Context: an optimization exercise on an open-source flow, tuned for small area and a short achievable clock period. The choices shown serve that exercise and are no tape-out recipe. No run shown here included a check of the RTL's function; only the layout flow was run. Power figures rest on the tool's default switching activity, not on a simulated workload.

==> flow/design.v, too long to show whole: its modules and the start of the top module <==
// module mult32x32: 4323 lines
module mult32x32 (
  input              i_clk     ,
  input              i_rstn    ,
  input  wire        i_multa_ns,
  input  wire        i_multb_ns,
  input  wire [31:0] i_multa   ,
  input  wire [31:0] i_multb   ,
  output wire [63:0] o_product
);
  // ...
==> flow/run.sh <==
#!/bin/bash
# synth_recipe.tcl (not shown) runs the flow's synth.tcl, then flattens the netlist and writes it again
# the make line also repeats each setting of config.mk as NAME=value (left out here)
make -C /OpenROAD-flow-scripts/flow DESIGN_CONFIG=/design/flow/config.mk WORK_HOME=/design/flow/orfs CLKGATE_MAP_FILE= SYNTH_SCRIPT=/design/flow/synth_recipe.tcl finish
==> flow/config.mk <==
export PLATFORM = sky130hd
export DESIGN_NAME = mult32x32
export DESIGN_NICKNAME = mult32x32
export VERILOG_FILES = /design/flow/design.v
export SDC_FILE = /design/flow/constraint.sdc
export NUM_CORES = 4
export LEC_CHECK = 0
export CAP_MARGIN = 20
export CORE_MARGIN = 2
export CORE_UTILIZATION = 60
export PLACE_DENSITY = 0.75
export SETUP_SLACK_MARGIN = 1.9
export SLEW_MARGIN = 20
export TNS_END_PERCENT = 100
==> flow/constraint.sdc <==
create_clock -name core_clock -period 4.0 [get_ports {i_clk}]
set_input_delay 0.8000 -clock core_clock [delete_from_list [all_inputs] [get_ports {i_clk}]]
set_output_delay 0.8000 -clock core_clock [all_outputs]
set_load 0.01 [all_outputs]
==> impl_summary.log, run 1 <==
[metrics] sum of internal, switching and leakage power: 46.8 mW
[metrics] post-route minimum period: 2150 ps
[metrics] IO Port Bufs: 131
[metrics] sum of overflow across all layers after global routing: 0
[metrics] sequential cells: 1093
[metrics] GRT met1 Usage: 0.429
[metrics] count of unresolved DRC violations after routing: 0
[metrics] clock network fraction of design power: 0.233
[metrics] async set-reset flop share out of synthesis: 0.0650
[metrics] kind of cell with the highest combined delay on the critical path: compound AO/OA/AOI/OAI gates
[metrics] sequential cell fraction of total power: 0.381
[metrics] GRT Max-Usage Layer: met2
[metrics] number of flip-flops under the largest register name: 64
[metrics] clock sink count: 1093
[metrics] vias in the first global route: ~34000
[metrics] hold-fix buffer count after cts: 0
[metrics] setup violators final: 0
[metrics] Levels on crit path: 8
[metrics] core area: 0.0802 sq mm
[metrics] simple-gate share of the synthesized area: 0.0419
[metrics] post-route core utilization: 0.755
[metrics] result of the run: finished clean
[metrics] clkbuf count: 138
[metrics] drt pass-1 iters: 6
[metrics] Worst setup startpoint: s4_2623$_DFF_P_
[metrics] critical path cell sequence: ha_1, a21oi_1, o21ai_2, a2111oi_4, buf_4, o41ai_4, buf_4, xor2_1
[metrics] number of warning messages in the yosys log: 1
[metrics] depth of the worst register-to-register path: 8
[metrics] dpl ws: just under 60 ps
[metrics] post-detailed-routing wire length: 140000 um
[metrics] pin count of the biggest net entering global routing: 68
[metrics] area overhead of the layout relative to synthesis: 25.3%
[metrics] Synth area leader: sky130_fd_sc_hd__dfxtp_1
[metrics] starting density of the core: 0.603
[metrics] fin. max-slew vios: 0
[metrics] maximum number of buffers from clock root to sink: 3
[metrics] post-detailed-route wirelength per cell: 25.3 um
[metrics] clock tree from TritonCTS: yes
[metrics] Psw: between 15 and 20 mW
[metrics] leading cell types by count after synthesis: sky130_fd_sc_hd__dfxtp_1 (1022), sky130_fd_sc_hd__inv_1 (520), sky130_fd_sc_hd__xnor2_1 (502)
==> inputs of run 2 (changes only) <==
--- a/flow/config.mk
+++ b/flow/config.mk
@@ -7,8 +7,7 @@
 export LEC_CHECK = 0
 export CAP_MARGIN = 20
 export CORE_MARGIN = 2
-export CORE_UTILIZATION = 60
-export PLACE_DENSITY = 0.75
+export CORE_UTILIZATION = 40
 export SETUP_SLACK_MARGIN = 1.9
 export SLEW_MARGIN = 20
 export TNS_END_PERCENT = 100
==> impl_summary.log, run 2 <==
[metrics] final layout net count: 5002 (was 5030)
[metrics] clk root buf: sky130_fd_sc_hd__clkbuf_16 (unchanged)
[metrics] most common library cell in the layout ignoring fill and taps: sky130_fd_sc_hd__dfxtp_1 (unchanged)
[metrics] CTS buffer count: 115 (was 107)
[metrics] number of nets in the synthesized netlist: 4847 (unchanged)
[metrics] path type of the worst min-delay path: input port to async pin (unchanged)
[metrics] register clock-pin slew on the reported worst setup and hold paths: 60 ps (about the same)
[metrics] async set-reset flop share out of synthesis: 0.0650 (unchanged)
[metrics] Rows: 127 (was 104)
[metrics] synthesized-area fraction occupied by xor and xnor cells: 0.103 (unchanged)
[metrics] Regs by FF count: prod_q: 64 flops, vld: 7 flops (unchanged)
[metrics] count of state elements after synthesis: 1093 (unchanged)
[metrics] Detail Route Antenna Nets: 0 (unchanged)
[metrics] Synth area leader: sky130_fd_sc_hd__dfxtp_1 (unchanged)
[metrics] die height: 352 um (was 288 um)
[metrics] worst skew pair latency: 750 ps (was 690 ps)
[metrics] max frequency: 0.470 GHz (was 0.466 GHz)
[metrics] clock network fraction of design power: 0.237 (was 0.233)
[metrics] critical path cell sequence: ha_2, nand2_1, o21ai_1, a41oi_2, o41ai_4, a21oi_2, xnor2_1 (was ha_1, a21oi_1, o21ai_2, a2111oi_4, buf_4, o41ai_4, buf_4, xor2_1)
[metrics] number of flip-flops under the largest register name: 64 (unchanged)
[metrics] setup repair after global routing missed its margin: yes (unchanged)
[metrics] count of H-tree levels built during CTS: 3 (unchanged)
[metrics] net switching fraction of the power: 0.351 (about the same)
[metrics] sequential cell fraction of total power: 0.383 (was 0.381)
[metrics] area overhead of the layout relative to synthesis: 26.2% (was 25.3%)
[metrics] Psw: 16.2 mW (was 16.4 mW)
[metrics] Via Count: 31100 (was 32500)
[metrics] starting density of the core: 0.403 (was 0.603)
[metrics] largest cells by area after synthesis: sky130_fd_sc_hd__dfxtp_1 (42%), sky130_fd_sc_hd__fa_1 (20%), sky130_fd_sc_hd__xnor2_1 (9.1%), sky130_fd_sc_hd__a22oi_1 (7.2%), sky130_fd_sc_hd__inv_1 (4.0%) (unchanged)
[metrics] count of unresolved DRC violations after routing: 0 (unchanged)
[metrics] slew of the pin with the lowest slew margin: 935 ps (was 1000 ps)
[metrics] highest ir drop seen on vdd: 0.391 mV (was 0.443 mV)
[metrics] post-detailed-routing wire length: 143000 um (was 140000 um)
[metrics] Setup TNS Final: 0 ps (unchanged)
[metrics] setup violators final: 0 (unchanged)
[metrics] P_leak: 25.3 nW (about the same)
[metrics] worst hold margin: 95.5 ps (was 171 ps)
[metrics] highest-count cells in the layout ignoring fill and taps: sky130_fd_sc_hd__dfxtp_1 (1012), sky130_fd_sc_hd__inv_1 (519), sky130_fd_sc_hd__xnor2_1 (411) (was sky130_fd_sc_hd__dfxtp_1 (1015), sky130_fd_sc_hd__inv_1 (515), sky130_fd_sc_hd__xnor2_1 (414))
[metrics] clock tree from TritonCTS: yes (unchanged)
[metrics] core area: 0.120 sq mm (was 0.0802 sq mm)
[metrics] required time worst endpoint: 4600 ps (about the same)
[metrics] number of unique standard cell types used by synthesis: 66 (unchanged)
[metrics] global-route wire length before repair: 214000 um (was 207000 um)
[metrics] dominant combinational cell family by area after synthesis: adder cells (unchanged)
[metrics] endpoints failing hold: 0 (unchanged)
[metrics] period utilisation layout: 0.532 (was 0.536)
[metrics] instance count of the mapped netlist: 4190 (unchanged)
[metrics] ys flop type: sky130_fd_sc_hd__dfxtp_1 (unchanged)
[metrics] critical path start-end classification: register to register (unchanged)
[metrics] post-synth design cell area: 0.0483 sq mm (unchanged)
[metrics] pin count of the biggest net entering global routing: 65 (was 68)
[metrics] routed vias/inst: 5.14 (was 5.88)
[metrics] post-route minimum period: 2130 ps (was 2150 ps)
[metrics] clock sink count: 1093 (unchanged)
[metrics] number of warning messages in the yosys log: 1 (unchanged)
[metrics] result of the run: finished clean (unchanged)
[metrics] post-synthesis average cell area: 11.5 sq um (unchanged)
[metrics] Compound-Gate Fraction of Synth Area: 0.0995 (unchanged)
[metrics] drt pass-1 iters: 5 (was 6)
[metrics] largest reg by FF count: prod_q (unchanged)
[metrics] cell area power density: 759 mW/mm^2 (was 772 mW/mm^2)
[metrics] non-filler cells in the finished layout: 6059 (was 5529)
[metrics] signal arrival time at the worst endpoint: 2730 ps (was 2750 ps)
[metrics] number of antenna violations at the first check in global routing: 8 (was 10)
[metrics] hold-fix buffer count after cts: 0 (unchanged)
[metrics] Worst Skew: 66.9 ps (was 28.5 ps)
[metrics] IO Port Bufs: 131 (unchanged)
[metrics] crit-path max cell delay: 500 ps (was 440 ps)
[metrics] sum of internal, switching and leakage power: 46.3 mW (was 46.8 mW)
[metrics] dpl ws: 437 ps (was 58.2 ps)
[metrics] IO Count: 132 (unchanged)
[metrics] share of post-route cells with drive strength above 1: 0.277 (was 0.279)
[metrics] EDFF count, synth: 0 (unchanged)
[metrics] leading cell types by count after synthesis: sky130_fd_sc_hd__dfxtp_1 (1022), sky130_fd_sc_hd__inv_1 (520), sky130_fd_sc_hd__xnor2_1 (502) (unchanged)
[metrics] sum of overflow across all layers after global routing: 0 (unchanged)
[metrics] fraction of post-synthesis cell area in the top cell type by area: 0.423 (unchanged)
[metrics] maximum number of buffers from clock root to sink: 3 (unchanged)
[metrics] detailed-placement wirelength estimate: 89800 um (was 82000 um)
[metrics] fin. max-slew vios: 0 (unchanged)
[metrics] relative max-transition margin: 0.377 (was 0.330)
[metrics] Final GP Congestion: 0.857 (was 0.884)
[metrics] vias in the first global route: 33100 (was 33700)
[metrics] launching element type of the critical path: register (unchanged)
[metrics] adder and majority gate portion of the synthesized area: 0.227 (unchanged)
[metrics] number of maximum-capacitance violations: 0 (unchanged)
[metrics] highest fanout seen on the critical path: 8 (was 5)
[metrics] post-route setup slack: 1870 ps (was 1850 ps)
[metrics] share of cell area taken by muxes after synthesis: 0.000414 (unchanged)
[metrics] post-detailed-route wirelength per cell: 23.6 um (was 25.3 um)
[metrics] most common cell in the netlist: sky130_fd_sc_hd__dfxtp_1 (unchanged)
[metrics] drt first-iter violations: 2346 (was 3139)
[metrics] Total Routing Usage GR: 0.236 (was 0.338)
[metrics] total die area: 0.124 sq mm (was 0.0828 sq mm)
[metrics] simple-gate share of the synthesized area: 0.0419 (unchanged)
[metrics] part of the total power dissipated in combinational logic: 0.379 (was 0.385)
[metrics] Die W: 352 um (was 288 um)
[metrics] placed instance count: 5736 (was 5179)
[metrics] category of the worst setup path capture point: register (unchanged)
[metrics] Power Internal: 30.0 mW (was 30.3 mW)
[metrics] cell with the largest stage delay on the worst path: sky130_fd_sc_hd__o41ai_4 (unchanged)
[metrics] sequential area share after synthesis: 0.460 (unchanged)
-- run 2: changes by cell type in the layout (fill, tap and decap cells not counted), moves of 8 or more --
cell                              previous run  this run
sky130_fd_sc_hd__bufbuf_16                   2        10
sky130_fd_sc_hd__clkdlybuf4s15_1            19         2
sky130_fd_sc_hd__clkbuf_1                   14        31
sky130_fd_sc_hd__buf_4                     133       102
sky130_fd_sc_hd__clkbuf_8                   15        27
sky130_fd_sc_hd__buf_2                      53        93
sky130_fd_sc_hd__bufinv_16                  18         8
sky130_fd_sc_hd__clkbuf_2                   29         8
-- run 2: logic make-up after synthesis --
kind of cell / after synthesis
simple gates: 408
xor+xnor: 566
buf+inv: 859
mux: 2
fa+ha+maj: 589
flops: 1093
other cells: 2
compound gates: 671
-- run 2: power groups by stage --
stage	sequential, mW	clock (mW)	combinational, mW
global placement	17.9	0	16.6
floorplan	17.5	0	11.4
finish	17.7	11.0	17.5
global route	18.2	11.7	20.1
detailed placement	18.0	0	17.0
CTS	17.8	11.3	17.7
-- run 2: layout make-up --
class	count	area (sq um)
clock buffer	174	3390
clock inverter	43	572
timing repair buffer	361	4260
inverter	534	2060
multi-input combinational	2239	26400
tap	1612	2020
timing repair inverter	1	16.3
sequential	1093	22300
fill	10400	59000
antenna	2	5.00
-- run 2: critical path: cells and delay by family (launching register included) --
kind | cells | cell delay [ps]
and+or+nand+nor | 1 | 80
AOI/OAI and AO/OA | 4 | 1040
adders and majority gates | 1 | 440
DFF | 1 | 300
xor gates and xnor gates | 1 | 140
-- run 2: metrics by stage --
step | utilization | cell area [sq um]
4_1_cts | 0.506 | 60700
2_1_floorplan | - | 52500
5_1_grt | 0.508 | 61000
3_5_place_dp | 0.454 | 54500
6_report | 0.508 | 61000
3_3_place_gp | 0.454 | 54500
-- run 2: timing repair --
| item | in CTS | in global routing |
|---|---|---|
| gates resized for setup | 469 | 95 |
| gates cloned | 21 | 1 |
| endpoints found under the setup margin | 463 | 176 |
| buffers inserted | 80 | 2 |
| pin swaps | 80 | 36 |
-- run 2: path summary, 6_finish.rpt --
path | slack (ps) | cells past startpoint | to | startpoint
max in group asynchronous | 3090 | 2 | prod_q[60]$_DFF_PN0_ | i_rstn
min in group core_clock | 280 | 0 | s5_2919$_DFF_P_ | s4_2610$_DFF_P_
setup / recovery | 1870 | 7 | s5_2942$_DFF_P_ | s4_2667$_DFF_P_
hold / removal | 100 | 1 | prod_q[4]$_DFF_PN0_ | i_rstn
setup reg to reg | 1870 | 7 | s5_2942$_DFF_P_ | s4_2667$_DFF_P_
hold reg to reg | 280 | 0 | s5_2919$_DFF_P_ | s4_2610$_DFF_P_
-- run 2: layer usage --
layer / share of wire / vias to the layer above / wire length, um / global-route usage
met5: 0.00051 / - / 73 / 0
met4: 0.048 / 10 / 6870 / 0.109
met3: 0.080 / 336 / 11400 / 0.0467
met2: 0.47 / 1283 / 67000 / 0.383
met1: 0.40 / 15900 / 57700 / 0.303
li1: - / 13600 / - / -

## static timing again, ports no longer ideal
No port has a modelled driver above. Below, the same layouts with a new extraction and two added sets of constraints. Step 1 assumes that a clkbuf_16 drives the clock port and a buf_2 every other input. Step 2 moves the port delays by t, midway between the first and last clock arrival at a register: inputs arrive t later, outputs are due t later. That takes back most of the time a late clock gives input paths. Three values: no drivers, after step 1, after step 2; two values: the first two.
run | shift t [ns] | setup slack, ns | latest minus earliest clock arrival (ns) | slew at the worst register clock pin (ns) | pins driven straight from the clock port
run 1 | 0.746 | 1.854 / 1.828 / 1.081 | 0.030 / 0.031 | 0.07 / 0.07 | 1
run 2 | 0.792 | 1.873 / 1.873 / 1.140 | 0.075 / 0.075 | 0.07 / 0.07 | 1
After both steps setup and hold are still met in every run listed. The setup slack of run 1, which loses most, moves by -0.026 ns with the drivers and by -0.773 ns with both steps.
